This is an optimization exercise on Yosys and OpenROAD, whose aim is small area and a short achievable clock period, not a production implementation.
Function was checked by simulation only, so behaviour that the tests miss may differ from the original.
Power is estimated from default activity; no workload was simulated.

`flow/design.v`:
```
`timescale 1ns / 1ps
module ALM11_SOA(
    input clk,
    input [15:0] x,
    input [15:0] y,
    output [31:0] p
    );
    wire [2:0] cx, cy;
    wire [6:0] wx, wy;
    wire       nzx, nzy;
    NormCoarse NCx (.data_i(x), .k_o(cx), .win_o(wx), .nz_o(nzx));
    NormCoarse NCy (.data_i(y), .k_o(cy), .win_o(wy), .nz_o(nzy));
    reg [2:0] cx_r, cy_r;
    reg [6:0] wx_r, wy_r;
    reg       sign_r, nz_r;
    always @(posedge clk) begin
        cx_r   <= cx;
        cy_r   <= cy;
        wx_r   <= wx;
        wy_r   <= wy;
        sign_r <= x[15] ^ y[15];
        nz_r   <= nzx & nzy;
    end
    wire [3:0] kx, ky;
    wire [4:0] fx, fy;
    NormFine NFx (.k_i(cx_r), .win_i(wx_r), .k_o(kx), .f_o(fx));
    NormFine NFy (.k_i(cy_r), .win_i(wy_r), .k_o(ky), .f_o(fy));
    wire [8:0] L = {1'b0, kx, fx[4:1]} + {1'b0, ky, fy[4:1]} + {8'b0, fx[0] & fy[0]};
    wire       u = sign_r & nz_r;
    wire       v = ~sign_r & nz_r;
    wire [3:0] g = (L[3:0] ^ {4{sign_r}}) & {4{nz_r}};
    wire [21:0] qs = {u, u, u, v, g, {11{v}}, u, u, u} << L[5:4];
    wire [18:0] q = qs[21:3];    
    reg [2:0] kh_r;      
    reg [7:0] qh_r;      
    reg [2:0] ql_r;      
    reg       u_r, v_r;
    always @(posedge clk) begin
        kh_r <= L[8:6];
        qh_r <= q[18:11];
        ql_r <= q[2:0];
        u_r  <= u;
        v_r  <= v;
    end
    AntiLog anti_log (.kh_i(kh_r), .qh_i(qh_r), .ql_i(ql_r), .u_i(u_r), .v_i(v_r), .data_o(p));
endmodule
module NormCoarse(
    input  [15:0] data_i,
    output [2:0]  k_o,
    output [6:0]  win_o,
    output        nz_o
    );
    wire [15:0] b  = {1'b0, data_i[14:0] ^ {15{data_i[15]}}};
    wire        z3 = ~|b[15:8];
    wire [15:0] b1 = z3 ? {b[7:0], 8'b0} : b;
    wire        z2 = ~|b1[15:12];
    wire [15:0] b2 = z2 ? {b1[11:0], 4'b0} : b1;
    wire        z1 = ~|b2[15:14];
    wire [15:0] b3 = z1 ? {b2[13:0], 2'b0} : b2;
    assign k_o   = {~z3, ~z2, ~z1};
    assign win_o = b3[15:9];
    assign nz_o  = (|b1[15:8]) | data_i[15];
endmodule
module NormFine(
    input  [2:0] k_i,
    input  [6:0] win_i,
    output [3:0] k_o,
    output [4:0] f_o
    );
    wire z0 = ~win_i[6];
    assign k_o = {k_i, ~z0};
    assign f_o = z0 ? win_i[4:0] : win_i[5:1];
endmodule
module AntiLog(
    input  [2:0]  kh_i,
    input  [7:0]  qh_i,
    input  [2:0]  ql_i,
    input         u_i,
    input         v_i,
    output [31:0] data_o
    );
    wire [59:0] z = {{28{u_i}}, qh_i, {8{v_i}}, ql_i, {13{u_i}}};
    wire [87:0] t = {28'b0, z} << {kh_i, 2'b0};
    assign data_o = {u_i, u_i, t[57:28]};
endmodule
`timescale 1ns / 10ps
module mult_top(
    input clk,
    input  [15:0] x,
    input  [15:0] y,
    output [31:0] p_out
    );
    ALM11_SOA mult(.clk(clk), .x(x), .y(y), .p(p_out));
endmodule
```
`flow/flow/run.sh`:
```
#!/bin/bash
# The standard ORFS layout (the standard.sh) with two changes:
#  - synthesis maps the logic with ABC script flow/abc.script (synth.tcl is
#    synth_recipe.tcl with only the ABC script replaced);
#  - the input and output port buffers are sky130_fd_sc_hd__buf_1 instead of
#    the cell buffer_ports picks by default (clkdlybuf4s50_1, a delay cell);
#    the resizer upsizes the ones on critical paths.
# All output goes to flow_make.log here; ORFS's own logs stay under orfs/logs.
set -euo pipefail
F="$(cd "$(dirname "${BASH_SOURCE[0]}")" && pwd)"
export CUSTOM_ABC_SCRIPT="$F/abc.script"
bash standard.sh "SYNTH_SCRIPT=$F/synth.tcl" \
  "BUFFER_PORTS_ARGS=-buffer_cell sky130_fd_sc_hd__buf_1" finish > flow_make.log 2>&1
```
`flow/flow/abc.script`:
```
strash
dc2
dch -f
map -D 1600
topo
stime -c
buffer -c
upsize -c
dnsize -c
```
`flow/flow/synth.tcl`:
```
# The standard synthesis script (synth_recipe.tcl) with one change: ABC maps
# the logic with the script named by CUSTOM_ABC_SCRIPT instead of ORFS's.
proc synth {args} { yosys synth -nofsm -noshare {*}$args }
proc abc {args} {
  set i [lsearch -exact $args -script]
  if { $i >= 0 } { lset args [expr { $i + 1 }] $::env(CUSTOM_ABC_SCRIPT) }
  yosys abc {*}$args
}
source $::env(SCRIPTS_DIR)/synth.tcl
# left out here: clear keep_hierarchy, flatten, clean up, hide names made inside functions, write 1_2_yosys.v
```
`flow/standard.sh`:
```
#!/bin/bash
# synth_recipe.tcl (not shown) runs the flow's synth.tcl, then flattens the netlist and writes it again
# the make line also repeats each setting of config.mk as NAME=value (left out here)
make -C /OpenROAD-flow-scripts/flow DESIGN_CONFIG=/design/flow/config.mk WORK_HOME=/design/flow/orfs CLKGATE_MAP_FILE= SYNTH_SCRIPT=/design/flow/synth_recipe.tcl "${@:-finish}"
```
`flow/config.mk`:
```
export PLATFORM = sky130hd
export DESIGN_NAME = mult_top
export DESIGN_NICKNAME = mult_top
export VERILOG_FILES = /design/flow/design.v
export SDC_FILE = /design/flow/constraint.sdc
export NUM_CORES = 4
export LEC_CHECK = 0
export CAP_MARGIN = 20
export CORE_MARGIN = 2
export CORE_UTILIZATION = 40
export SETUP_SLACK_MARGIN = 3.6
export SLEW_MARGIN = 20
```
`flow/constraint.sdc`:
```
create_clock -name core_clock -period 7.0 [get_ports {clk}]
set_input_delay 1.4000 -clock core_clock [delete_from_list [all_inputs] [get_ports {clk}]]
set_output_delay 1.4000 -clock core_clock [all_outputs]
set_load 0.01 [all_outputs]
```
==> run notes, run 1 <==
CP Class=register to output port; cells after synthesis=between 400 and 500; #FFs+latches synth=38; Core Util, Final=a little under half; Critical Path Sink Type=output port; cell row count=31; r2r setup slk=between 4 and 5 ns; core area=7210 um2; worst path required time=around 5.6 ns; root buffer cell=clkbuf_8; Fmax=0.310 GHz; Yosys warning count=1; final hold violations=0; CP startpoint kind=register; Via density=slightly below 5; GRT Overall Usage=between 10% and 20%; storage element area=between 700 and 800 um2; number of routed nets with antenna violations=0; Initial Util=41.1%; H-tree levels=2; first-pass GRT wire length=11300 um; total gr overflow=0; outcome=timing/DRC/antenna clean; Sw Ratio=a little under half; Clock Power Share=14.8%; clk sinks=38; WP data arrival=~1.8 ns; Synth-to-Final Area Change=13.7%; pwr dens=311 nW/um2; Tcrit/Tclk final=between 40 and 50%; Netlist cell types=46; initial antenna violation count=0; DP Worst Slack=~2.8 ns; Setup Total Neg Slack=0 ns; post-synthesis sequential area ratio=roughly a quarter; multi-input logic area=between 1500 and 2000 um2; Post-synth EDFFs=0; Max-slew headroom=a little under three quarters; Port Buffer Count=64; transition time of the tightest slew-check pin=roughly 0.42 ns; top_reg_cell synth=dfxtp_1; share of cells above drive strength 1=between 8 and 9%; CP max-delay cell=dfxtp_1; Top Ports=65; Tot Pwr=approximately 1.0 mW; Die X=between 90 and 100 um; Die Height=~90 um; clock skew=about 0.0048 ns; asr flop ratio synth=0%; Mapped Nets=489; Max VDD drop=0.0000894 V; Setup violations, final=0; CP Max Fanout=19; gp weighted congestion=about 0.84; n_diodes=0; leakage power=approximately 1.5 nW; Reg power frac=between 20 and 30%; Max stage delay on crit path=approximately 0.53 ns; unrepaired setup endpoints after global routing=yes; Avg WL per Cell=~11 um; Hold Path Class=register to register; clock-pin slew on the worst setup and hold paths=roughly 0.07 ns; Comb power frac=a little under three fifths; Layout fillers=791; Sw Pwr=0.489 mW; Tmin final=about 3.2 ns; total CTS buffers=5; Worst Path Buf+Inv=2; Clock Latency Late Sink=0.29 ns; Vias=2926; Hold Buf Count CTS=0; 1st-pass router iterations=4; final slew viol count=0; Crit path max-delay family=compound AO/OA/AOI/OAI gates; Final Net Count=approximately 540; final worst slack=3.77 ns; pin count of the biggest net entering global routing=21; Die ar.=about 8000 um2; worst path cell trace=clkinv_2, a21oi_2, a22oi_1, buf_1; detailed-route wire length=6810 um; vias in the first global route=approximately 2600; DPL Wire Length=about 5400 um; CTS tree=done; Avg Cell Area, Syn=6.63 um2; DRT iter0 DRCs=91; DRC viols=0; Mapped Area=a little under 3000 um2; max-cap violation count=0; CTS max path bufs=2; P_int=around 0.56 mW
[synth_stat cells (4+ instances only)]
master | number | share of area, %
a31oi_1 | 4 | 0.84
dfxtp_1 | 38 | 26
xor2_1 | 14 | 4.1
ha_1 | 7 | 3.0
nand3_1 | 5 | 0.84
nand2_1 | 98 | 12
clkbuf_1 | 10 | 1.3
inv_1 | 45 | 5.7
a21oi_1 | 40 | 6.8
nor2_1 | 38 | 4.8
buf_6 | 4 | 1.5
xnor2_1 | 16 | 4.7
nor3_1 | 5 | 0.84
o21ai_1 | 6 | 1.0
inv_2 | 6 | 0.76
o21ai_0 | 58 | 9.8
a22oi_1 | 12 | 3.0
[logic make-up after synthesis]
group                    count (synthesis)  synth area share, %
AND/OR/NAND/NOR                        158                 22.7
AO/OA/AOI/OAI                          135                 26.0
buffers and inverters                   72                 10.6
flip-flops                              38                 25.7
XOR/XNOR                                30                 8.86
adder cells (fa/ha/maj)                  9                 4.31
multiplexers                             5                 1.90
[worst reg2reg max path, delay by kind of cell, from the launching register on]
kind | cells | cell delay [ns]
flip-flops | 1 | 0.48
adder cells (fa/ha/maj) | 2 | 0.89
AO/OA/AOI/OAI | 3 | 0.43
buffers and inverters | 3 | 0.32
AND/OR/NAND/NOR | 6 | 0.62
[power by group through the flow]
stage,clock network (mW),logic [mW],registers [mW]
final,0.155,0.579,0.313
after global routing,0.173,0.659,0.322
after CTS,0.161,0.576,0.312
after detailed placement,0,0.571,0.316
after global placement,0,0.565,0.316
after floorplan,0,0.444,0.296
[per-layer routing]
| layer | global-route usage (%) | routed length (um) |
|---|---|---|
| met1 | 20.1 | 3090 |
| met2 | 29.8 | 3320 |
| met3 | 2.85 | 322 |
| met4 | 4.87 | 80 |
| met5 | 0 | 0 |
[timing repair]
action,CTS,global route
buffers inserted,2,0
setup endpoints to repair,38,30
pin swaps,1,1
cloned,0,1
gates resized for setup,11,11
[cell type report]
cell class,count,share of cell area [%]
Clock buffer,6,2.45
Clock inverter,2,0.371
Inverter,52,5.94
Multi-Input combinational cell,337,56.9
Sequential cell,38,22.7
Tap cell,99,3.67
Timing Repair Buffer,66,7.80
Timing Repair inverter,1,0.148
[layout by cell type, fill, tap and decap left out, drive strengths merged, types with 3 or more instances in the layout]
cell | Yosys | final
a21boi | 3 | 3
a21oi | 41 | 41
a22oi | 13 | 13
a31oi | 4 | 4
buf | 10 | 65
clkbuf | 10 | 7
clkinvlp | 0 | 3
dfxtp | 38 | 38
ha | 7 | 7
inv | 51 | 50
mux2i | 3 | 3
nand2 | 101 | 101
nand3 | 5 | 5
nand4 | 3 | 3
nor2 | 40 | 40
nor3 | 5 | 5
o21ai | 67 | 67
xnor2 | 16 | 16
xor2 | 14 | 14
[sequential cells by signal (all words and copies together) (netlist names)]
signal       flops
mult.qh_r        8
mult.wx_r        7
mult.wy_r        7
mult.cx_r        3
mult.cy_r        3
mult.kh_r        3
mult.ql_r        3
mult.nz_r        1
mult.sign_r      1
mult.u_r         1
mult.v_r         1
[per-stage QoR]
step           instances  hold slack (ns)  cell area, um2
6_report             601            0.547            3370
5_1_grt              601            0.570            3370
4_1_cts              600            0.557            3340
3_5_place_dp         590            0.543            3210
3_3_place_gp         590            0.537            3210
2_1_floorplan        447            0.498            2960
[final timing paths]
path,end,startpoint,cells after the start
worst min-delay path,mult.kh_r[2],mult.cx_r[2],2
worst min register to register,mult.kh_r[2],mult.cx_r[2],2
worst max register to register,mult.qh_r[6],mult.wy_r[6],14
worst max-delay path,p_out[4],mult.kh_r[2],4
==> run 2: changes to the inputs <==
--- a/flow/design.v
+++ b/flow/design.v
@@ -51,15 +51,16 @@
     output        nz_o
     );
     wire [15:0] b  = {1'b0, data_i[14:0] ^ {15{data_i[15]}}};
-    wire        z3 = ~|b[15:8];
-    wire [15:0] b1 = z3 ? {b[7:0], 8'b0} : b;
-    wire        z2 = ~|b1[15:12];
-    wire [15:0] b2 = z2 ? {b1[11:0], 4'b0} : b1;
-    wire        z1 = ~|b2[15:14];
-    wire [15:0] b3 = z1 ? {b2[13:0], 2'b0} : b2;
-    assign k_o   = {~z3, ~z2, ~z1};
+    wire        k3 = |b[15:8];
+    wire        k2 = k3 ? |b[15:12] : |b[7:4];
+    wire [3:0]  o1 = {|b[15:14], |b[11:10], |b[7:6], |b[3:2]};
+    wire        k1 = o1[{k3, k2}];
+    wire [15:0] b1 = k3 ? b  : {b[7:0], 8'b0};
+    wire [15:0] b2 = k2 ? b1 : {b1[11:0], 4'b0};
+    wire [15:0] b3 = k1 ? b2 : {b2[13:0], 2'b0};
+    assign k_o   = {k3, k2, k1};
     assign win_o = b3[15:9];
-    assign nz_o  = (|b1[15:8]) | data_i[15];
+    assign nz_o  = (|b) | data_i[15];
 endmodule
 module NormFine(
     input  [2:0] k_i,
--- a/flow/config.mk
+++ b/flow/config.mk
@@ -8,5 +8,6 @@
 export CAP_MARGIN = 20
 export CORE_MARGIN = 2
 export CORE_UTILIZATION = 40
-export SETUP_SLACK_MARGIN = 3.6
+export SETUP_SLACK_MARGIN = 3.8
 export SLEW_MARGIN = 20
+export TNS_END_PERCENT = 5
==> run 2 against run 1 <==
Effect of this change:
- core utilization up 0.74 points
- sequential cell count unchanged
- first-iteration DRC count up 11%
- non-clock buffer count up 2
- cell area up 2.7%
- via count down 0.58%
- still clean
==> run notes, run 2 <==
Tmin final=3.12 ns (-0.109 ns); Tot Pwr=1.13 mW (+7.7%); count leader, synth=nand2_1; DRT iter0 DRCs=101 (+11%); post-synth top area share=25.1% (-0.54 points); storage element area=768 um2 (+0.33%); CTS tree=done; Sw Ratio=47.1% (+0.42 points); Placement Cell Area=3290 um2 (+2.5%); Largest register FFs=8 (unchanged); Sw Pwr=0.531 mW (+8.7%); P_int=0.597 mW (+6.9%); first-pass GRT wire length=11500 um (+1.5%); Die Height=91.0 um (+1.0%); CP startpoint kind=register; Critical Path Sink Type=output port; Core Util, Final=47.5% (+0.74 points); Worst Path Buf+Inv=2 (unchanged); Setup Total Neg Slack=0 ns (unchanged); gp weighted congestion=0.878 (+4.8%); share of cells above drive strength 1=10.0% (+1.7 points); Die X=91.0 um (+1.0%); GRT Overall Usage=16.5% (-0.089 points); clock skew=0.00601 ns (+0.00118 ns); pin count of the biggest net entering global routing=27 (+29%); Synth-to-Final Area Change=14.3%; post-synth top area cell=dfxtp_1; Fmax=0.321 GHz (+3.5%); Clock Power Share=13.3% (-1.5 points); Biggest register=mult.qh_r; unrepaired setup endpoints after global routing=yes; number of routed nets with antenna violations=0 (unchanged); pwr dens=326 nW/um2 (+4.9%); root buffer cell=clkbuf_8; transition time of the tightest slew-check pin=0.451 ns (+0.0288 ns); Clock Latency Late Sink=0.28 ns (about the same); n_diodes=0 (unchanged); DP Worst Slack=2.97 ns (+0.156 ns); Top Ports=65 (unchanged); core area=7290 um2 (+1.1%); Hold Path Class=register to register; #FFs+latches synth=38 (unchanged); top_reg_cell synth=dfxtp_1; total CTS buffers=5 (unchanged); Netlist cell types=46 (unchanged); clk sinks=38 (unchanged); Max VDD drop=0.0000907 V (+1.5%); CP max-delay cell=dfxtp_4; Avg WL per Cell=11.5 um (+1.8%); post-synthesis sequential area ratio=25.1% (-0.54 points); final worst slack=3.88 ns (+0.109 ns); initial antenna violation count=0 (unchanged); CP Class=register to output port; Reg power frac=28.7% (-1.1 points); DPL Wire Length=5690 um (+4.5%); Avg Cell Area, Syn=6.91 um2 (+4.3%); leakage power=1.50 nW (+0.86%); max-cap violation count=0 (unchanged); final slew viol count=0 (unchanged); asr flop ratio synth=0% (unchanged); outcome=timing/DRC/antenna clean; Post-synth EDFFs=0 (unchanged); Synth area leaders=dfxtp_1 25%, nand2_1 11%, o21ai_0 9.8%; Die ar.=8280 um2 (+2.1%); cell row count=31 (unchanged); Tcrit/Tclk final=44.5% (-1.6 points); Via density=4.87 (about the same); most common library cell in the layout ignoring fill and taps=nand2_1; CTS max path bufs=2 (unchanged); cells after synthesis=438 (-2.0%); H-tree levels=2 (unchanged); DRC viols=0 (unchanged); most frequent cells in the layout=89 x nand2_1, 63 x buf_1, 57 x o21ai_0; multi-input logic area=1970 um2 (+2.5%); WP data arrival=1.72 ns (-0.11 ns); Vias=2909 (-0.58%); Max-slew headroom=69.6% (-2.2 points); Comb power frac=58.0% (+2.7 points); Port Buffer Count=64 (unchanged); Initial Util=41.5% (+0.44 points); Max stage delay on crit path=0.50 ns (-0.03 ns); Final Net Count=539 (-0.74%); Layout fillers=798 (+0.88%); vias in the first global route=2621 (-0.76%); Mapped Area=3030 um2 (+2.2%); Crit path max-delay family=flip-flops; worst path required time=5.60 ns (about the same); CP Max Fanout=25 (+6); 1st-pass router iterations=4 (unchanged); Mapped Nets=480 (-1.8%); largest registers=mult.qh_r x8, mult.wx_r x7, mult.wy_r x7; Commonest cells post-synth=89 x nand2_1, 59 x o21ai_0, 46 x inv_1; Yosys warning count=1 (unchanged); detailed-route wire length=6890 um (+1.1%); final hold violations=0 (unchanged); clock-pin slew on the worst setup and hold paths=0.07 ns (about the same); Setup violations, final=0 (unchanged); post-route cell area=3460 um2 (+2.7%); worst path cell trace=inv_1, nor2_1, a21oi_1, a22oi_1, buf_1; total gr overflow=0 (unchanged)
## run 2: power by group through the flow
stage,Sequential [mW],Clock (mW),Combinational (mW)
floorplan,0.299,0,0.502
global placement,0.322,0,0.635
detailed placement,0.323,0,0.640
CTS,0.319,0.154,0.643
global route,0.333,0.164,0.748
finish,0.324,0.150,0.655
## run 2: final timing paths
check	from	end	slack (ns)	cells after the start
max reg2reg	mult.wy_r[6]	mult.ql_r[0]	4.22	15
min reg2reg	mult.cy_r[2]	mult.kh_r[2]	0.55	2
min	mult.cy_r[2]	mult.kh_r[2]	0.55	2
max	mult.kh_r[1]	p_out[3]	3.88	5
## run 2: tightest hold or removal path, stage by stage, from the launching register on
cell	delay (ns)
dfxtp_1	0.32
ha_1	0.14
a21o_1	0.08
## run 2: per-layer routing
layer | global-route usage [%] | routed length (um) | share of wire (%) | up-vias
met5 | 0 | 0 | 0 | -
met4 | 4.92 | 86 | 1.2 | 0
met3 | 2.90 | 264 | 3.8 | 8
met2 | 28.0 | 3360 | 49 | 62
met1 | 21.2 | 3180 | 46 | 1272
li1 | - | - | - | 1567
## run 2: final cells by class
cell class                 count  share of cell area (%)
clock buffer                   7                    2.49
clock inverter                 1                   0.145
inverter                      58                    6.51
multi-input combinational    325                    56.8
sequential                    38                    22.2
tap                           99                    3.58
timing repair buffer          68                    8.03
timing repair inverter         1                   0.217
## run 2: cell families (layout without fill, tap and decap cells)
group           after synthesis  count (layout)  share of synthesized area [%]
compound gates              130             130                           25.5
simple gates                148             148                           21.6
flops                        38              38                           25.1
fa+ha+maj                     9               9                           4.21
buf+inv                      75             135                           10.9
xor+xnor                     31              31                           10.3
mux                           7               7                           2.31
## run 2: per-stage QoR
step,std cells,hold WS (ns)
finish,597,0.553
global route,597,0.573
CTS,593,0.554
detailed placement,585,0.539
global placement,585,0.527
floorplan,438,0.504
## run 2: what timing repair did
| item | CTS | global route |
|---|---|---|
| setup endpoints to repair | 34 | 40 |
| hold buffers | 0 | 0 |
| cloned | 0 | 1 |
| resized for setup | 10 | 11 |
| pin swaps | 0 | 1 |
| setup buffers | 0 | 3 |
==> run 3: changes to the inputs <==
==> flow/flow/run.sh (replaced) <==
#!/bin/bash
# The standard ORFS layout (the standard.sh) with two changes:
#  - synthesis (synth.tcl: synth_recipe.tcl with only the ABC step replaced)
#    maps each pipeline stage's logic with its own ABC script and delay
#    target: abc_in.script for the logic from the inputs to the first
#    registers, abc_mid.script between registers, abc_out.script from the
#    registers to the outputs;
#  - the input and output port buffers are sky130_fd_sc_hd__buf_1 instead of
#    the cell buffer_ports picks by default (clkdlybuf4s50_1, a delay cell);
#    the resizer upsizes the ones on critical paths.
# All output goes to flow_make.log here; ORFS's own logs stay under orfs/logs.
set -euo pipefail
F="$(cd "$(dirname "${BASH_SOURCE[0]}")" && pwd)"
export CUSTOM_ABC_DIR="$F"
bash standard.sh "SYNTH_SCRIPT=$F/synth.tcl" \
  "BUFFER_PORTS_ARGS=-buffer_cell sky130_fd_sc_hd__buf_1" finish > flow_make.log 2>&1
==> flow/flow/abc_in.script (new file) <==
strash
dc2
dch -f
map -D 1400
topo
stime -c
buffer -c
upsize -c
dnsize -c
==> flow/flow/abc_mid.script (new file) <==
strash
dc2
dch -f
map -D 2500
topo
stime -c
buffer -c
upsize -c
dnsize -c
==> flow/flow/abc_out.script (new file) <==
strash
dc2
dch -f
map -D 600
topo
stime -c
buffer -c
upsize -c
dnsize -c
==> flow/flow/synth.tcl (replaced) <==
# The standard synthesis script (synth_recipe.tcl) with one change: ABC maps
# the logic of each pipeline stage separately, with a delay target that suits
# the stage: the logic from the inputs to the first registers with
# $CUSTOM_ABC_DIR/abc_in.script, the logic from registers to the outputs with
# abc_out.script, and the logic between registers with abc_mid.script.
# Registers are mapped before ABC runs, so their names and cells are unchanged.
proc synth {args} { yosys synth -nofsm -noshare {*}$args }
proc abc {args} {
  set i [lsearch -exact $args -script]
  set dir $::env(CUSTOM_ABC_DIR)
  set ff sky130_fd_sc_hd__dfxtp_1
  set stop "${ff}\[D,Q,CLK\]"
  yosys select -set s_out o:* %ci*:-$stop o:* %d
  yosys select -set s_in i:* %co*:-$stop i:* %d
  lset args [expr { $i + 1 }] $dir/abc_out.script
  yosys abc {*}$args @s_out
  lset args [expr { $i + 1 }] $dir/abc_in.script
  yosys abc {*}$args @s_in
  lset args [expr { $i + 1 }] $dir/abc_mid.script
  yosys abc {*}$args
}
source $::env(SCRIPTS_DIR)/synth.tcl
# left out here: clear keep_hierarchy, flatten, clean up, hide names made inside functions, write 1_2_yosys.v
removed: flow/flow/abc.script
==> run 3 against run 2 <==
Effect of this change:
- sequential power barely moved
- worst hold slack improved by 0.0068 ns
- global-route usage rose by 0.25 points
- non-clock buffer count fell by 4
- cell area fell by 1.6%
- combinational power rose by 8.7%
- fmax rose by 0.28%
- power rose by 5.6%
- area after synthesis rose by 0.66%
- clock power rose by 3%
- largest cell class unchanged
==> run notes, run 3 <==
total gr overflow=0 (unchanged); post-synthesis sequential area ratio=25.0% (-0.17 points); DRT iter0 DRCs=112 (+11%); Mapped Nets=485 (+1.0%); Placement Cell Area=3270 um2 (-0.57%); r2r endpoint=mult.qh_r[3]; Post-synth EDFFs=0 (unchanged); n_diodes=0 (unchanged); pin count of the biggest net entering global routing=24 (-11%); Port Buffer Count=64 (unchanged); Via density=5.06 (+3.8%); Tmin final=3.11 ns (-0.00860 ns); clock skew=0.00407 ns (-0.00194 ns); Netlist cell types=49 (+6.5%); initial antenna violation count=0 (unchanged); leakage power=1.50 nW (+0.29%); most frequent cells in the layout=100 x nand2_1, 62 x buf_1, 43 x nor2_1; CTS tree=done; final slew viol count=0 (unchanged); CTS max path bufs=2 (unchanged); GRT Overall Usage=16.7% (+0.25 points); CP Max Fanout=19 (-24%); cells after synthesis=443 (+1.1%); Tcrit/Tclk final=44.4% (-0.12 points); post-route cell area=3410 um2 (-1.6%); transition time of the tightest slew-check pin=0.521 ns (+0.0701 ns); Avg Cell Area, Syn=6.88 um2 (-0.47%); final worst slack=3.89 ns (+0.00860 ns); Synth-to-Final Area Change=11.8%; worst path required time=5.60 ns (about the same); DRC viols=0 (unchanged); gp weighted congestion=0.890 (+1.4%); max-cap violation count=0 (unchanged); Setup violations, final=0 (unchanged); count leader, synth=nand2_1; DP Worst Slack=3.01 ns (+0.0352 ns); Final Net Count=539 (unchanged); Die Height=91.3 um (+0.31%); Max-slew headroom=65.1% (-4.5 points); Die ar.=8330 um2 (+0.63%); largest registers=mult.qh_r x8, mult.wx_r x7, mult.wy_r x7; Vias=3020 (+3.8%); Fmax=0.322 GHz (+0.28%); final hold violations=0 (unchanged); Die X=91.3 um (+0.31%); total CTS buffers=5 (unchanged); hold depth=2 (unchanged); #FFs+latches synth=38 (unchanged); Hold Path Class=register to register; Synth area leaders=dfxtp_1 25%, nand2_1 13%, o21ai_0 6.4%; CP Class=register to output port; crit path to=p_out[8]; Biggest register=mult.qh_r; CP startpoint=mult.kh_r[2]; Critical Path Sink Type=output port; unrepaired setup endpoints after global routing=yes; placed cells=589 (+0.68%); number of routed nets with antenna violations=0 (unchanged); WP data arrival=1.71 ns (about the same); detailed-route wire length=7000 um (+1.6%); CP startpoint kind=register; top_reg_cell synth=dfxtp_1; Avg WL per Cell=11.7 um (+1.6%); most common library cell in the layout ignoring fill and taps=nand2_1; cell row count=31 (unchanged); post-synth top area share=25.0% (-0.17 points); 1st-pass router iterations=4 (unchanged); Fin Hold WS=0.560 ns (+0.00680 ns); Mapped Area=3050 um2 (+0.66%); first-pass GRT wire length=11600 um (+1.3%); Top Ports=65 (unchanged); root buffer cell=clkbuf_8; Clock Latency Late Sink=0.28 ns (about the same); Max VDD drop=0.0000900 V (-0.80%); asr flop ratio synth=0% (unchanged); DPL Wire Length=5770 um (+1.5%); outcome=timing/DRC/antenna clean; clk sinks=38 (unchanged); Setup Total Neg Slack=0 ns (unchanged); pwr dens=350 nW/um2 (+7.2%); FF-to-FF Start=mult.wy_r[6]; Commonest cells post-synth=102 x nand2_1, 44 x nor2_1, 39 x o21ai_0; r2r setup slk=4.31 ns (+0.09 ns); Initial Util=41.6% (+0.053 points); Cell Count, Final, Fillers Out=597 (unchanged); share of cells above drive strength 1=10.6% (+0.60 points); post-synth top area cell=dfxtp_1; vias in the first global route=2713 (+3.5%); H-tree levels=2 (unchanged); worst r2r path cells=13 (-2); core area=7330 um2 (+0.53%); Largest register FFs=8 (unchanged); clock-pin slew on the worst setup and hold paths=0.07 ns (about the same); Yosys warning count=1 (unchanged)
-- run 3: kinds of logic (layout without fill, tap and decap cells) --
| logic type | Yosys count | after routing | synth area share (%) |
|---|---|---|---|
| and+or+nand+nor | 172 | 172 | 23.9 |
| AOI/OAI and AO/OA | 122 | 122 | 24.5 |
| DFF | 38 | 38 | 25.0 |
| buffers and inverters | 63 | 118 | 10.4 |
| adders and majority gates | 9 | 9 | 4.19 |
| xor gates and xnor gates | 31 | 31 | 9.40 |
| muxes | 8 | 8 | 2.63 |
-- run 3: how the worst min path moves through the flow --
stage,from,end
6_report,mult.cx_r[2],mult.kh_r[2]
4_1_cts,mult.cx_r[2],mult.kh_r[2]
5_1_grt,mult.cx_r[2],mult.kh_r[2]
3_3_place_gp,mult.cy_r[2],mult.kh_r[2]
2_1_floorplan,mult.nz_r,mult.u_r
3_5_place_dp,mult.cy_r[2],mult.kh_r[2]
-- run 3: critical path, cell delays in order (launching register included) --
cell      delay [ns]
dfxtp_1         0.52
clkinv_2        0.30
a21oi_4         0.30
a22oi_1         0.14
buf_1           0.16
-- run 3: cell type report --
cell class                 instances  area, um2
timing repair buffer              64        248
tap                               99        124
fill                             777       3920
inverter                          46        179
sequential                        38        768
multi-input combinational        342       1990
clock buffer                       6       82.6
clock inverter                     2       12.5
-- run 3: through the flow --
step	utilization, %	power, mW
finish	46.5	1.19
detailed placement	44.6	1.04
floorplan	-	0.876
CTS	46.0	1.19
global placement	44.6	1.03
global route	46.5	1.31
-- run 3: where the power goes --
part / total (mW) / leakage [nW] / internal, mW / switching (mW)
registers: 0.325 / 0.319 / 0.281 / 0.0441
logic: 0.712 / 1.14 / 0.256 / 0.457
clock network: 0.154 / 0.0472 / 0.0791 / 0.0745
-- run 3: per-layer routing --
layer  vias to the layer above  share of wire, %  wire [um]  global-route usage [%]
met5                         -                 0          0                       0
met4                         0               1.9        135                    5.93
met3                        11               4.0        283                    2.82
met2                        71                50       3470                    29.4
met1                      1354                44       3110                    20.4
li1                       1584                 -          -                       -
-- run 3: what timing repair did --
item | CTS | global route
setup buffers | 0 | 0
gates cloned | 0 | 0
endpoints found under the setup margin | 41 | 40
gates resized for setup | 10 | 13
hold buffers | 0 | 0
==> run 4: changes to the inputs <==
--- a/flow/config.mk
+++ b/flow/config.mk
@@ -8,6 +8,6 @@
 export CAP_MARGIN = 20
 export CORE_MARGIN = 2
 export CORE_UTILIZATION = 40
-export SETUP_SLACK_MARGIN = 3.8
+export SETUP_SLACK_MARGIN = 3.9
 export SLEW_MARGIN = 20
 export TNS_END_PERCENT = 5
==> run 4 against run 3 <==
Effect of this change:
- fmax grew 4.7%
- cell count rose by 0.17%
- power up 0.49%
- wire length rose by 1.4%
- sequential power about the same
- area after synthesis unchanged
- global-route usage unchanged
- via count is 0.63% higher
- sequential cell count did not move
- combinational power grew 1%
- first-iteration DRC count down 19%
==> run notes, run 4 <==
asr flop ratio synth=0% (unchanged); Avg WL per Cell=11.9 um (+1.2%); Layout fillers=772 (-0.64%); CP max-delay cell=dfxtp_4; final hold violations=0 (unchanged); Synth area leaders=dfxtp_1 25%, nand2_1 13%, o21ai_0 6.4%; xor/xnor cell area share of the yosys netlist=9.40% (unchanged); WP data arrival=1.57 ns (-0.14 ns); multi-input logic area=2020 um2 (+1.3%); Hold Buf Count CTS=0 (unchanged); core area=7330 um2 (unchanged); Max stage delay on crit path=0.39 ns (-0.13 ns); clock skew=0.00443 ns (+0.000358 ns); transition time of the tightest slew-check pin=0.528 ns (+0.00690 ns); detailed-route wire length=7100 um (+1.4%); DP Worst Slack=3.01 ns (unchanged); root buffer cell=clkbuf_8; largest family of logic cells by synthesized area=compound AO/OA/AOI/OAI gates; initial antenna violation count=0 (unchanged); Avg Cell Area, Syn=6.88 um2 (unchanged); Synth Area in Simple Gates=23.9% (unchanged); post-synth top area cell=dfxtp_1; storage element area=769 um2 (+0.16%); Crit path top cell by count=o21ai_0; total gr overflow=0 (unchanged); Netlist cell types=49 (unchanged); Mapped Area=3050 um2 (unchanged); Tot Pwr=1.20 mW (+0.49%); Die X=91.3 um (unchanged); CTS max path bufs=2 (unchanged); most common library cell in the layout ignoring fill and taps=nand2_1; GRT Overall Usage=16.7% (unchanged); Clock Latency Late Sink=0.28 ns (about the same); Yosys warning count=1 (unchanged); final worst slack=4.03 ns (+0.139 ns); worst path cell trace=o21ai_0, a21oi_1, o21ai_0, buf_1; leakage power=1.52 nW (+1.3%); post-synth top area share=25.0% (unchanged); clk sinks=38 (unchanged); pwr dens=347 nW/um2 (-0.75%); Mapped Nets=485 (unchanged); CP Class=register to output port; Core Util, Final=47.1% (+0.58 points); number of routed nets with antenna violations=0 (unchanged); total CTS buffers=5 (unchanged); Via density=5.08 (+0.46%); DRC viols=0 (unchanged); vias in the first global route=2713 (unchanged); cells after synthesis=443 (unchanged); Placement Cell Area=3270 um2 (unchanged); CP startpoint kind=register; Initial Util=41.6% (unchanged); cell row count=31 (unchanged); Biggest register=mult.qh_r; count leader, synth=nand2_1; Fmax=0.337 GHz (+4.7%); post-synthesis sequential area ratio=25.0% (unchanged); Setup violations, final=0 (unchanged); Max-slew headroom=64.7% (-0.46 points); max-cap violation count=0 (unchanged); unrepaired setup endpoints after global routing=yes; Port Buffer Count=64 (unchanged); CTS tree=done; worst path required time=5.60 ns (about the same); Tmin final=2.97 ns (-0.139 ns); post-synthesis mux area share=2.63% (unchanged); Largest register FFs=8 (unchanged); top_reg_cell synth=dfxtp_1; most frequent cells in the layout=100 x nand2_1, 62 x buf_1, 42 x nor2_1; gp weighted congestion=0.890 (unchanged); largest registers=mult.qh_r x8, mult.wx_r x7, mult.wy_r x7; Vias=3039 (+0.63%); Die ar.=8330 um2 (unchanged); pin count of the biggest net entering global routing=24 (unchanged); final slew viol count=0 (unchanged); Synth-to-Final Area Change=13.2%; post-route cell area=3450 um2 (+1.2%); H-tree levels=2 (unchanged); Hold Path Class=register to register; DPL Wire Length=5770 um (unchanged); n_diodes=0 (unchanged); share of cells above drive strength 1=11.8% (+1.2 points); Setup Total Neg Slack=0 ns (unchanged); Final Net Count=540 (+0.19%); post-synthesis compound-gate area fraction=24.5% (unchanged); DRT iter0 DRCs=91 (-19%); #FFs+latches synth=38 (unchanged); Top Ports=65 (unchanged); Commonest cells post-synth=102 x nand2_1, 44 x nor2_1, 39 x o21ai_0; Tcrit/Tclk final=42.4% (-2.0 points); Max VDD drop=0.0000884 V (-1.8%); Synth Area in Adders=4.19% (unchanged); 1st-pass router iterations=4 (unchanged); CP Max Fanout=14 (-5); Die Height=91.3 um (unchanged); outcome=timing/DRC/antenna clean; Post-synth EDFFs=0 (unchanged); Critical Path Sink Type=output port; first-pass GRT wire length=11600 um (unchanged); clock-pin slew on the worst setup and hold paths=0.07 ns (about the same)
## run 4: area by class of cell
| type | count | share of cell area (%) |
|---|---|---|
| multi-input cells | 342 | 58.5 |
| well taps | 99 | 3.59 |
| clock inverters | 2 | 0.363 |
| repair buffers | 65 | 7.62 |
| clock buffers | 6 | 2.39 |
| inverters | 46 | 5.22 |
| flip-flops and latches | 38 | 22.3 |
## run 4: cells by family (layout without fill, tap and decap cells)
logic type,after synthesis,count (layout)
AOI/OAI and AO/OA,122,122
DFF,38,38
xor gates and xnor gates,31,31
buffers and inverters,63,119
muxes,8,8
adders and majority gates,9,9
and+or+nand+nor,172,172
## run 4: timing repair
| action | CTS | global route |
|---|---|---|
| endpoints found under the setup margin | 47 | 42 |
| buffers inserted | 0 | 1 |
| hold endpoints to repair | 0 | 0 |
| gates resized for setup | 12 | 20 |
## run 4: per-layer routing
layer / track usage (%) / part of all wire (%) / wire length, um / vias to the layer above
met1: 20.4 / 44 / 3120 / 1360
met2: 29.4 / 49 / 3470 / 85
li1: - / - / - / 1581
met3: 2.82 / 4.9 / 348 / 13
met4: 5.93 / 2.2 / 156 / 0
met5: 0 / 0 / 0 / -
## run 4: worst paths after layout
check	start	to	slack [ns]	cells past startpoint
worst min register to register	mult.cx_r[2]	mult.kh_r[2]	0.56	2
worst max-delay path	mult.kh_r[0]	p_out[0]	4.03	4
worst min-delay path	mult.cx_r[2]	mult.kh_r[2]	0.56	2
worst max register to register	mult.wy_r[6]	mult.qh_r[3]	4.31	13
## run 4: critical path, delay by kind of cell, from the launching register on
kind                   cells  cell delay (ns)
AOI/OAI and AO/OA          3             0.72
buffers and inverters      1             0.16
DFF                        1             0.39
## run 4: power by group
group / internal [mW] / leakage, nW / total, mW / switching, mW
Clock: 0.0791 / 0.0472 / 0.153 / 0.0743
Sequential: 0.281 / 0.319 / 0.323 / 0.0422
Combinational: 0.259 / 1.16 / 0.720 / 0.461
Total: 0.619 / 1.52 / 1.20 / 0.578
## run 4: metrics by stage
step / hold slack [ns] / cells
after floorplan: 0.502 / 443
after global placement: 0.555 / 589
after detailed placement: 0.561 / 589
after CTS: 0.570 / 597
after global routing: 0.587 / 598
final: 0.559 / 598
==> run 5: changes to the inputs <==
--- a/flow/config.mk
+++ b/flow/config.mk
@@ -8,6 +8,6 @@
 export CAP_MARGIN = 20
 export CORE_MARGIN = 2
 export CORE_UTILIZATION = 40
-export SETUP_SLACK_MARGIN = 3.9
+export SETUP_SLACK_MARGIN = 4.0
 export SLEW_MARGIN = 20
 export TNS_END_PERCENT = 5
==> run 5 against run 4 <==
Effect of this change:
- clock power barely moved
- power fell by 0.15%
- wire length fell by 4.3%
- cell count did not move
- synthesized cell count did not move
- clock skew rose by 0.0017 ns
- fmax rose by 1.3%
==> run notes, run 5 <==
outcome=timing/DRC/antenna clean; Avg WL per Cell=11.4 um (-4.3%); Avg Cell Area, Syn=6.88 um2 (unchanged); Tmin final=2.93 ns (-0.0387 ns); asr flop ratio synth=0% (unchanged); CP max-delay cell=dfxtp_4; Mapped Nets=485 (unchanged); Final Net Count=540 (unchanged); total gr overflow=0 (unchanged); detailed-route wire length=6790 um (-4.3%); Commonest cells post-synth=102 x nand2_1, 44 x nor2_1, 39 x o21ai_0; GRT Overall Usage=16.5% (-0.22 points); Setup Total Neg Slack=0 ns (unchanged); cells after synthesis=443 (unchanged); DRT iter0 DRCs=160 (+76%); share of cells above drive strength 1=12.4% (+0.60 points); WP data arrival=1.53 ns (-0.04 ns); Crit path max-delay family=compound AO/OA/AOI/OAI gates; Max VDD drop=0.000107 V (+21%); worst path required time=5.60 ns (about the same); Max-slew headroom=69.9% (+5.3 points); CP Class=register to output port; worst path cell trace=o21ai_0, nand2_1, a22oi_1, buf_1; post-synth top area cell=dfxtp_1; pwr dens=347 nW/um2 (-0.12%); top_reg_cell synth=dfxtp_1; Initial Util=41.6% (unchanged); first-pass GRT wire length=11500 um (-1.5%); Critical Path Sink Type=output port; Biggest register=mult.qh_r; Synth-to-Final Area Change=13.1% (about the same); Layout fillers=766 (-0.78%); leakage power=1.51 nW (-0.79%); core area=7330 um2 (unchanged); root buffer cell=clkbuf_8; total CTS buffers=5 (unchanged); post-route cell area=3450 um2 (about the same); Netlist cell types=49 (unchanged); Vias=2984 (-1.8%); Largest register FFs=8 (unchanged); DRC viols=0 (unchanged); Tot Pwr=1.20 mW (-0.15%); pin count of the biggest net entering global routing=24 (unchanged); CTS tree=done; most frequent cells in the layout=98 x nand2_1, 61 x buf_1, 40 x nor2_1; clk sinks=38 (unchanged); CP Max Fanout=14 (unchanged); vias in the first global route=2566 (-5.4%); clock skew=0.00617 ns (+0.00173 ns); Die X=91.3 um (unchanged); unrepaired setup endpoints after global routing=yes; Tcrit/Tclk final=41.9% (-0.55 points); Setup violations, final=0 (unchanged); 1st-pass router iterations=4 (unchanged); CP startpoint kind=register; final hold violations=0 (unchanged); transition time of the tightest slew-check pin=0.448 ns (-0.0801 ns); #FFs+latches synth=38 (unchanged); Via density=4.99 (-1.8%); initial antenna violation count=0 (unchanged); Port Buffer Count=64 (unchanged); Hold Buf Count CTS=0 (unchanged); number of routed nets with antenna violations=0 (unchanged); largest registers=mult.qh_r x8, mult.wx_r x7, mult.wy_r x7; Die Height=91.3 um (unchanged); DPL Wire Length=5620 um (-2.7%); Placement Cell Area=3280 um2 (+0.23%); Mapped Area=3050 um2 (unchanged); n_diodes=0 (unchanged); Post-synth EDFFs=0 (unchanged); CTS max path bufs=2 (unchanged); Max stage delay on crit path=0.39 ns (about the same); H-tree levels=2 (unchanged); gp weighted congestion=0.943 (+5.9%); Die ar.=8330 um2 (unchanged); count leader, synth=nand2_1; Worst Path Buf+Inv=1 (unchanged); Yosys warning count=1 (unchanged); Clock Latency Late Sink=0.29 ns (about the same); post-synthesis sequential area ratio=25.0% (unchanged); Synth area leaders=dfxtp_1 25%, nand2_1 13%, o21ai_0 6.4%; final slew viol count=0 (unchanged); most common library cell in the layout ignoring fill and taps=nand2_1; Fmax=0.341 GHz (+1.3%); max-cap violation count=0 (unchanged); clock-pin slew on the worst setup and hold paths=0.07 ns (about the same); Top Ports=65 (unchanged); cell row count=31 (unchanged); Hold Path Class=register to register; post-synth top area share=25.0% (unchanged)
## run 5: cell counts after synthesis
Identical to the previous run, type by type.
## run 5: final cells by class
type | count | area (um2) | area share, %
multi-input cells | 342 | 2020 | 58.5
inverters | 46 | 183 | 5.30
well taps | 99 | 124 | 3.59
repair buffers | 65 | 264 | 7.66
flip-flops and latches | 38 | 771 | 22.4
clock buffers | 7 | 86.3 | 2.50
clock inverters | 1 | 5.00 | 0.145
## run 5: layer usage
metal	global-route usage (%)	share of wire (%)
met5	0	0
met4	5.81	2.2
met3	3.07	4.7
met2	26.7	48
met1	22.0	45
## run 5: metrics by stage
stage                     utilization, %  hold slack (ns)  setup WS [ns]  std cells
after floorplan                        -            0.502           3.98        443
after global routing                47.0            0.579           3.95        598
final                               47.0            0.545           4.07        598
after CTS                           46.4            0.549           3.97        597
after detailed placement            44.7            0.538           3.00        589
after global placement              44.7            0.528           3.03        589
## run 5: worst reg2reg max path, delay by kind of cell, from the launching register on
kind | cells | cell delay, ns
DFF | 1 | 0.47
AOI/OAI and AO/OA | 4 | 0.50
adders and majority gates | 2 | 0.88
and+or+nand+nor | 6 | 0.51
buffers and inverters | 2 | 0.18
## run 5: kinds of logic after synthesis
| kind of cell | count (synthesis) | share of synthesized area, % |
|---|---|---|
| AOI/OAI and AO/OA | 122 | 24.5 |
| DFF | 38 | 25.0 |
| adders and majority gates | 9 | 4.19 |
| xor gates and xnor gates | 31 | 9.40 |
| and+or+nand+nor | 172 | 23.9 |
| buffers and inverters | 63 | 10.4 |
| muxes | 8 | 2.63 |
## run 5: worst paths after layout
check               start      endpoint  slack [ns]  depth (start not counted)
min reg2reg  mult.cy_r[2]  mult.kh_r[2]        0.54                          2
max          mult.kh_r[0]     p_out[11]        4.07                          4
max reg2reg  mult.wy_r[6]  mult.kh_r[2]        4.36                         14
min          mult.cy_r[2]  mult.kh_r[2]        0.54                          2
## run 5: repair_timing
action | CTS | global route
setup endpoints to repair | 47 | 45
pin swaps | 0 | 1
buffers inserted | 0 | 1
gates resized for setup | 23 | 16
## run 5: power by group
group / total (mW) / internal [mW] / switching (mW)
Clock: 0.153 / 0.0794 / 0.0735
Sequential: 0.323 / 0.281 / 0.0417
Combinational: 0.719 / 0.261 / 0.458
Total: 1.20 / 0.622 / 0.573
==> run 6: changes to the inputs <==
--- a/flow/flow/run.sh
+++ b/flow/flow/run.sh
@@ -4,7 +4,8 @@
 #    maps each pipeline stage's logic with its own ABC script and delay
 #    target: abc_in.script for the logic from the inputs to the first
 #    registers, abc_mid.script between registers, abc_out.script from the
-#    registers to the outputs;
+#    registers to the outputs; adders are left to ABC too (no ADDER_MAP_FILE,
+#    so no sky130 full-adder cells);
 #  - the input and output port buffers are sky130_fd_sc_hd__buf_1 instead of
 #    the cell buffer_ports picks by default (clkdlybuf4s50_1, a delay cell);
 #    the resizer upsizes the ones on critical paths.
@@ -12,5 +13,5 @@
 set -euo pipefail
 F="$(cd "$(dirname "${BASH_SOURCE[0]}")" && pwd)"
 export CUSTOM_ABC_DIR="$F"
-bash standard.sh "SYNTH_SCRIPT=$F/synth.tcl" \
+bash standard.sh "SYNTH_SCRIPT=$F/synth.tcl" "ADDER_MAP_FILE=" \
   "BUFFER_PORTS_ARGS=-buffer_cell sky130_fd_sc_hd__buf_1" finish > flow_make.log 2>&1
==> run 6 against run 5 <==
Effect of this change:
- worst hold slack worse by 0.031 ns
- wire length increased by 1.3%
- fmax fell by 0.31%
- highest routed layer unchanged
==> run notes, run 6 <==
share of cells above drive strength 1=12.1% (-0.28 points); top_reg_cell synth=dfxtp_1; gp weighted congestion=0.881 (-6.6%); Tmin final=2.94 ns (+0.00902 ns); count leader, synth=nand2_1; Yosys warning count=1 (unchanged); max-cap violation count=0 (unchanged); Tot Pwr=1.18 mW (-1.3%); first-pass GRT wire length=11600 um (+0.79%); clock-pin slew on the worst setup and hold paths=0.07 ns (about the same); Setup Total Neg Slack=0 ns (unchanged); Fmax=0.340 GHz (-0.31%); post-synth top area share=25.1% (+0.10 points); Clock Latency Late Sink=0.28 ns (about the same); met1 Track Usage GR=20.6% (-1.4 points); DRT iter0 DRCs=88 (-45%); CP Class=register to output port; vias in the first global route=2668 (+4.0%); WP data arrival=1.54 ns (about the same); CTS max path bufs=2 (unchanged); Die Height=91.1 um (-0.20%); Mapped Nets=472 (-2.7%); post-synth top area cell=dfxtp_1; leakage power=1.47 nW (-3.0%); Hold Path Class=register to register; Critical Path Sink Type=output port; CTS tree=done; Setup violations, final=0 (unchanged); cell row count=31 (unchanged); post-synthesis mux area share=3.30% (+0.67 points); n_diodes=0 (unchanged); Max-slew headroom=71.1% (+1.2 points); Die X=91.1 um (-0.20%); Hold Buf Count CTS=0 (unchanged); CP startpoint kind=register; Avg Cell Area, Syn=6.91 um2 (+0.50%); total CTS buffers=5 (unchanged); final hold violations=0 (unchanged); Post-synth EDFFs=0 (unchanged); Vias=2953 (-1.0%); 1st-pass router iterations=5 (+1); Netlist cell types=50 (+2.0%); DP Worst Slack=3.03 ns (+0.0267 ns); cells after synthesis=439 (-0.90%); pin count of the biggest net entering global routing=24 (unchanged); Synth-to-Final Area Change=12.3%; Avg WL per Cell=11.6 um (+2.2%); Mapped Area=3040 um2 (-0.41%); #FFs+latches synth=38 (unchanged); detailed-route wire length=6880 um (+1.3%); xor/xnor cell area share of the yosys netlist=11.7% (+2.3 points); Synth area leaders=dfxtp_1 25%, nand2_1 12%, o21ai_0 6.8%; Largest register FFs=8 (unchanged); worst path required time=5.60 ns (about the same); clock skew=0.00528 ns (-0.000891 ns); Via density=4.98 (-0.20%); final worst slack=4.06 ns (-0.00902 ns); asr flop ratio synth=0% (unchanged); DRC viols=0 (unchanged); H-tree levels=2 (unchanged); Biggest register=mult.qh_r; core area=7290 um2 (-0.53%); total gr overflow=0 (unchanged); Tcrit/Tclk final=42.0% (+0.13 points); post-synthesis sequential area ratio=25.1% (+0.10 points); root buffer cell=clkbuf_8; Final Net Count=526 (-2.6%); DPL Wire Length=5620 um (about the same); final slew viol count=0 (unchanged); Max VDD drop=0.0000935 V (-12%); met3 GRT Util=2.74% (-0.33 points); largest family of logic cells by synthesized area=compound AO/OA/AOI/OAI gates; post-synthesis compound-gate area fraction=24.7% (+0.14 points); unrepaired setup endpoints after global routing=yes; met2 usage=29.4% (+2.7 points); Commonest cells post-synth=98 x nand2_1, 42 x nor2_1, 41 x o21ai_0; pwr dens=346 nW/um2 (-0.17%); Top Ports=65 (unchanged); Synth Area in Adders=0.742% (-3.4 points); CP Max Fanout=8 (-6); clk sinks=38 (unchanged); outcome=timing/DRC/antenna clean; Die ar.=8300 um2 (-0.39%); most frequent cells in the layout=95 x nand2_1, 62 x buf_1, 39 x o21ai_0, 39 x nor2_1, 33 x dfxtp_1; initial antenna violation count=0 (unchanged); Top Usage Layer GRT=met2; largest registers=mult.qh_r x8, mult.wx_r x7, mult.wy_r x7; Port Buffer Count=64 (unchanged); Initial Util=41.6% (+0.050 points); number of routed nets with antenna violations=0 (unchanged); most common library cell in the layout ignoring fill and taps=nand2_1; Synth Area in Simple Gates=23.9% (-0.025 points); GRT Overall Usage=16.5% (+0.020 points); transition time of the tightest slew-check pin=0.429 ns (-0.0194 ns)
## run 6: cell count changes in the layout (fill, tap and decap cells not counted), sizes merged, moves of 3 or more
| cell | change |
|---|---|
| nand2 | -3 |
| ha | -7 |
| a31oi | +5 |
| inv | -3 |
| o21ai | +4 |
| a21oi | -7 |
| xor2 | +9 |
## run 6: per-layer routing
layer	vias up	share of wire [%]
met5	-	0
met1	1309	45
met3	2	4.2
met4	0	0.64
li1	1571	-
met2	71	50
## run 6: path summary, 6_finish.rpt
kind	cells past startpoint	to	slack [ns]	from
setup / recovery	4	p_out[25]	4.06	mult.kh_r[2]
hold / removal	2	mult.kh_r[2]	0.51	mult.cx_r[2]
setup reg to reg	18	mult.qh_r[6]	4.24	mult.wx_r[6]
hold reg to reg	2	mult.kh_r[2]	0.51	mult.cx_r[2]
## run 6: power by group
| group | switching, mW | internal [mW] |
|---|---|---|
| Sequential | 0.0448 | 0.282 |
| Combinational | 0.446 | 0.256 |
| Clock | 0.0709 | 0.0794 |
| Total | 0.562 | 0.617 |
## run 6: cell families after synthesis
group / count (synthesis)
adder cells (fa/ha/maj): 2
XOR/XNOR: 39
buffers and inverters: 60
AND/OR/NAND/NOR: 168
multiplexers: 10
flip-flops: 38
AO/OA/AOI/OAI: 122
## run 6: layout make-up
class / instances / area, um2
Clock inverter: 1 / 5.00
Sequential cell: 38 / 772
Tap cell: 99 / 124
Timing Repair Buffer: 65 / 263
Inverter: 42 / 173
Multi-Input combinational cell: 341 / 1990
Fill cell: 803 / 3880
Clock buffer: 7 / 86.3
## run 6: critical path: stages, from the launching register on
cell and delay, ns:
dfxtp_1 0.54, nor2_1 0.12, nor2_1 0.29, o21ai_0 0.15
buf_1 0.15
## run 6: repair_timing
| action | in CTS | in global routing |
|---|---|---|
| buffers inserted | 0 | 1 |
| pin swaps | 0 | 1 |
| cloned | 0 | 0 |
| setup endpoints to repair | 51 | 48 |
| resized for setup | 18 | 14 |
## run 6: metrics by stage
step / hold WS (ns) / utilization [%] / instance area (um2) / cells
6_report: 0.514 / 46.7 / 3410 / 593
5_1_grt: 0.547 / 46.7 / 3410 / 593
4_1_cts: 0.523 / 46.2 / 3370 / 592
3_5_place_dp: 0.513 / 44.6 / 3250 / 584
3_3_place_gp: 0.496 / 44.6 / 3250 / 584
2_1_floorplan: 0.476 / - / 3050 / 439

-- separate check: timing with driven ports --
How much do the figures lean on ideal ports? The routed layouts below were timed once more, with nothing changed but the port constraints.
Step 1 (the two cells are an assumption about what drives the block):
set clk [get_ports {clk}]
set_driving_cell -lib_cell sky130_fd_sc_hd__clkbuf_16 $clk
set_driving_cell -lib_cell sky130_fd_sc_hd__buf_2 [delete_from_list [all_inputs] $clk]
Step 2 also shifts input and output timing later by t, the mid clock arrival at the registers, as if the neighbouring blocks saw the same clock.
Three values: ideal ports, drivers, drivers and shift; two values: the first two.
run | t (ns) | setup slack, ns | worst setup path after step 2 | clock arrival spread, ns | worst register clock-pin slew, ns
run 1 | 0.314 | 3.773 / 3.745 / 3.483 | input to register | 0.005 / 0.005 | 0.08 / 0.08
run 2 | 0.309 | 3.882 / 3.855 / 3.621 | input to register | 0.006 / 0.006 | 0.07 / 0.07
run 3 | 0.310 | 3.891 / 3.863 / 3.597 | input to register | 0.005 / 0.005 | 0.07 / 0.07
run 4 | 0.310 | 4.030 / 4.002 / 3.728 | input to register | 0.005 / 0.005 | 0.07 / 0.07
run 5 | 0.312 | 4.069 / 4.041 / 3.753 | input to register | 0.006 / 0.007 | 0.07 / 0.07
run 6 | 0.308 | 4.060 / 4.031 / 3.764 | input to register | 0.006 / 0.006 | 0.07 / 0.07
After both steps setup and hold are still met in every run listed. The setup slack of run 5, which loses most, moves by -0.028 ns with the drivers and by -0.316 ns with both steps.
